What follows belongs to an exercise in optimizing a design on an open flow for small area; a production flow would make more cautious choices.
The RTL was checked by simulation tests, not by an equivalence proof against the original design.

## oak
// MazeRunner
module MazeRunner(clk,RST_n,SS_n,MOSI,MISO,SCLK,PWMR,PWML,
                  DIRR,DIRL,IR_EN,BMPL_n,BMPR_n,buzz,
				  buzz_n,RX,LED);
export LEC_CHECK = 0
export ABC_AREA = 1
export CAP_MARGIN = 10
export CORE_MARGIN = 2
export CORE_UTILIZATION = 40
export PLACE_DENSITY = 0.6
export SLEW_MARGIN = 10
create_clock -name core_clock -period 10.0 [get_ports {clk}]
standard.sh (not shown) runs the stock make flow with config.mk's settings and CLKGATE_MAP_FILE= SYNTH_SCRIPT=/design/flow/synth_recipe.tcl, a recipe that flattens the netlist after the stock synthesis.
==> flow/flow/run.sh <==
#!/bin/bash
# Layout flow: the standard ORFS flow, with these changes:
#  - synthesis: Yosys's synth skips its early "abc -fast" (-noabc), so the adders
#    written out in the RTL reach extract_fa intact, and the final ABC mapping uses
#    an area-oriented script (flow/abc_area.script). Registers are untouched by both.
#  - ports are buffered with sky130_fd_sc_hd__buf_1
#  - after synthesis, adder cells with an unused output are swapped for the smaller
#    cell of the same function on the used output (flow/shrink_adders.py)
#  - clock tree synthesis uses clusters of up to 30 sinks and inserts no dummy loads
set -euo pipefail
W=$(pwd)
rm -rf "$W/scripts_area"
cp -r "$FLOW_HOME/scripts" "$W/scripts_area"
cp "$W/flow/abc_area.script" "$W/scripts_area/abc_area.script"
sed 's/yosys synth -nofsm -noshare {\*}\$args/yosys synth -nofsm -noshare -noabc {*}$args/' \
  "$W/synth_recipe.tcl" > "$W/synth_recipe_noabc.tcl"
grep -q -- '-nofsm -noshare -noabc' "$W/synth_recipe_noabc.tcl"
RES="$W/orfs/results/sky130hd/MazeRunner/base"
ARGS=(
  SCRIPTS_DIR="$W/scripts_area"
  SYNTH_SCRIPT="$W/synth_recipe_noabc.tcl"
  "BUFFER_PORTS_ARGS=-buffer_cell sky130_fd_sc_hd__buf_1"
  "CTS_ARGS=-sink_clustering_enable -repair_clock_nets -sink_clustering_size 30 -sink_clustering_max_diameter 100 -buf_list sky130_fd_sc_hd__clkbuf_16 -dont_use_dummy_load"
)
bash standard.sh "${ARGS[@]}" "$RES/1_2_yosys.v" > synth_make.log 2>&1
cp "$RES/1_2_yosys.v" "$W/1_2_yosys_before_shrink.v.txt"
python3 "$W/flow/shrink_adders.py" "$RES/1_2_yosys.v" > shrink_adders.log 2>&1
bash standard.sh "${ARGS[@]}" finish > flow_make.log 2>&1
==> flow/flow/shrink_adders.py <==
#!/usr/bin/env python3
"""Replace adder cells that have an unused output with a smaller cell of the
same function on the used output:
  fa_1 with SUM unused  -> maj3_1 (X = majority(A, B, CIN))
  ha_1 with COUT unused -> xor2_1 (X = A ^ B)
  ha_1 with SUM unused  -> and2_1 (X = A & B)
Usage: shrink_adders.py netlist.v  (rewrites the file in place)"""
import re, sys, collections

path = sys.argv[1]
text = open(path).read()
inst_re = re.compile(r'(sky130_fd_sc_hd__\w+)\s+(\\\S+\s|\S+)\s*\((.*?)\);', re.S)
pin_re = re.compile(r'\.(\w+)\(\s*(.*?)\s*\)(?=\s*[,)]|\s*$)', re.S)

def pins(body):
    return [(p, n.strip()) for p, n in pin_re.findall(body)]

OUTS = {'X', 'Y', 'Q', 'Q_N', 'SUM', 'COUT', 'HI', 'LO'}
uses = collections.Counter()
insts = list(inst_re.finditer(text))
for m in insts:
    for p, n in pins(m.group(3)):
        if p not in OUTS and n:
            uses[n] += 1
# nets read outside cell instances (assigns, ports)
rest = inst_re.sub('', text)
for stmt in re.findall(r'^\s*(?:assign|output)\b.*?;', rest, re.M | re.S):
    for tok in re.findall(r'(\\\S+|[A-Za-z_][\w$]*(?:\[\d+\])?)', stmt):
        uses[tok.strip()] += 1
    for tok in re.findall(r'output\s+(?:\[(\d+):(\d+)\]\s*)?(\w+)', stmt):
        hi, lo, nm = tok
        if hi:
            for i in range(int(lo), int(hi) + 1):
                uses['%s[%d]' % (nm, i)] += 1

def used(n):
    return bool(n) and uses[n] > 0

out = []
last = 0
counts = collections.Counter()
for m in insts:
    cell, name, body = m.group(1), m.group(2), m.group(3)
    pm = dict(pins(body))
    new = None
    if cell == 'sky130_fd_sc_hd__fa_1' and not used(pm.get('SUM', '')) and used(pm.get('COUT', '')):
        new = 'sky130_fd_sc_hd__maj3_1 %s (.A(%s), .B(%s), .C(%s), .X(%s));' % (name.strip(), pm['A'], pm['B'], pm['CIN'], pm['COUT'])
    elif cell == 'sky130_fd_sc_hd__ha_1' and not used(pm.get('COUT', '')) and used(pm.get('SUM', '')):
        new = 'sky130_fd_sc_hd__xor2_1 %s (.A(%s), .B(%s), .X(%s));' % (name.strip(), pm['A'], pm['B'], pm['SUM'])
    elif cell == 'sky130_fd_sc_hd__ha_1' and not used(pm.get('SUM', '')) and used(pm.get('COUT', '')):
        new = 'sky130_fd_sc_hd__and2_1 %s (.A(%s), .B(%s), .X(%s));' % (name.strip(), pm['A'], pm['B'], pm['COUT'])
    if new:
        # escaped identifiers need their terminating space
        new = re.sub(r'(\\\S+)(?=[),])', r'\1 ', new)
        out.append(text[last:m.start()]); out.append(new); last = m.end()
        counts[cell + ' -> ' + new.split()[0]] += 1
out.append(text[last:])
open(path, 'w').write(''.join(out))
for k, v in sorted(counts.items()):
    print('%4d  %s' % (v, k))
Other scripts of this flow, unchanged in this note and not shown: flow/flow/abc_area.script
Flow for oak halted at netlist read-in after synthesis (1_synth), error code STA-0171.
Modified inputs, pine compared to oak
diff --git a/flow/flow/shrink_adders.py b/flow/flow/shrink_adders.py
--- a/flow/flow/shrink_adders.py
+++ b/flow/flow/shrink_adders.py
@@ -35,2 +35,6 @@
 
+def fmt(n):
+    # escaped identifiers need a terminating space
+    return n + ' ' if n.startswith('\\') else n
+
 def used(n):
@@ -46,10 +50,8 @@
     if cell == 'sky130_fd_sc_hd__fa_1' and not used(pm.get('SUM', '')) and used(pm.get('COUT', '')):
-        new = 'sky130_fd_sc_hd__maj3_1 %s (.A(%s), .B(%s), .C(%s), .X(%s));' % (name.strip(), pm['A'], pm['B'], pm['CIN'], pm['COUT'])
+        new = 'sky130_fd_sc_hd__maj3_1 %s (.A(%s), .B(%s), .C(%s), .X(%s));' % (fmt(name.strip()), fmt(pm['A']), fmt(pm['B']), fmt(pm['CIN']), fmt(pm['COUT']))
     elif cell == 'sky130_fd_sc_hd__ha_1' and not used(pm.get('COUT', '')) and used(pm.get('SUM', '')):
-        new = 'sky130_fd_sc_hd__xor2_1 %s (.A(%s), .B(%s), .X(%s));' % (name.strip(), pm['A'], pm['B'], pm['SUM'])
+        new = 'sky130_fd_sc_hd__xor2_1 %s (.A(%s), .B(%s), .X(%s));' % (fmt(name.strip()), fmt(pm['A']), fmt(pm['B']), fmt(pm['SUM']))
     elif cell == 'sky130_fd_sc_hd__ha_1' and not used(pm.get('SUM', '')) and used(pm.get('COUT', '')):
-        new = 'sky130_fd_sc_hd__and2_1 %s (.A(%s), .B(%s), .X(%s));' % (name.strip(), pm['A'], pm['B'], pm['COUT'])
+        new = 'sky130_fd_sc_hd__and2_1 %s (.A(%s), .B(%s), .X(%s));' % (fmt(name.strip()), fmt(pm['A']), fmt(pm['B']), fmt(pm['COUT']))
     if new:
-        # escaped identifiers need their terminating space
-        new = re.sub(r'(\\\S+)(?=[),])', r'\1 ', new)
         out.append(text[last:m.start()]); out.append(new); last = m.end()
Findings:
- Looking at the reports, pine completed the entire flow and the layout it produced met the timing, DRC and antenna checks.

* * *

Another version of the RTL of MazeRunner (not shown whole).
Size: about 310 flip-flops, ~24 I/O pins, roughly 13000 um^2 of cells after synthesis.
export LEC_CHECK = 0
export ABC_AREA = 1
export CAP_MARGIN = 10
export CORE_MARGIN = 2
export CORE_UTILIZATION = 55
export PLACE_DENSITY = 0.7
export SLEW_MARGIN = 10
create_clock -name core_clock -period 10.0 [get_ports {clk}]
==> flow/flow/run.sh <==
#!/bin/bash
# Layout flow: the standard ORFS flow (standard.sh) with these changes:
#  - synthesis is the standard one except for its final ABC mapping, which uses an
#    area-oriented script (flow/abc_area.script); registers are not touched by ABC
#  - after synthesis, adder cells with an unused output are swapped for the smaller
#    cell of the same function on the used output (flow/shrink_adders.py)
#  - ports are buffered with sky130_fd_sc_hd__buf_1
#  - clock tree synthesis uses clusters of up to 30 sinks and inserts no dummy loads
# Every tool's output goes to a log in this folder (ORFS's own logs are under orfs/logs).
set -euo pipefail
W=$(pwd)
rm -rf "$W/scripts_area"
cp -r "$FLOW_HOME/scripts" "$W/scripts_area"
cp "$W/flow/abc_area.script" "$W/scripts_area/abc_area.script"
RES="$W/orfs/results/sky130hd/MazeRunner/base"
ARGS=(
  SCRIPTS_DIR="$W/scripts_area"
  "BUFFER_PORTS_ARGS=-buffer_cell sky130_fd_sc_hd__buf_1"
  "CTS_ARGS=-sink_clustering_enable -repair_clock_nets -sink_clustering_size 30 -sink_clustering_max_diameter 100 -buf_list sky130_fd_sc_hd__clkbuf_16 -dont_use_dummy_load"
)
bash standard.sh "${ARGS[@]}" "$RES/1_2_yosys.v" > synth_make.log 2>&1
cp "$RES/1_2_yosys.v" "$W/1_2_yosys_before_shrink.v.txt"
python3 "$W/flow/shrink_adders.py" "$RES/1_2_yosys.v" > shrink_adders.log 2>&1
bash standard.sh "${ARGS[@]}" finish > flow_make.log 2>&1
Other scripts of this flow, unchanged in this note and not shown: flow/flow/abc_area.script, flow/flow/shrink_adders.py
The starting point finished clean.
Change:
--- a/flow/flow/run.sh
+++ b/flow/flow/run.sh
@@ -16,4 +16,6 @@
 ARGS=(
   SCRIPTS_DIR="$W/scripts_area"
+  SKIP_REPAIR_TIE_FANOUT=1
+  RECOVER_POWER=100
   "BUFFER_PORTS_ARGS=-buffer_cell sky130_fd_sc_hd__buf_1"
   "CTS_ARGS=-sink_clustering_enable -repair_clock_nets -sink_clustering_size 30 -sink_clustering_max_diameter 100 -buf_list sky130_fd_sc_hd__clkbuf_16 -dont_use_dummy_load"
Effect: The changed run finished with capacitance limit, slew limit left. Critical path depth stays the same. Area after synthesis stays the same. Clock-buffer cell count does not change. Routed wire length decreases slightly. Design area went down slightly. Synthesized cell count is unchanged. First-iteration DRC count climbs slightly. Die area is unchanged.
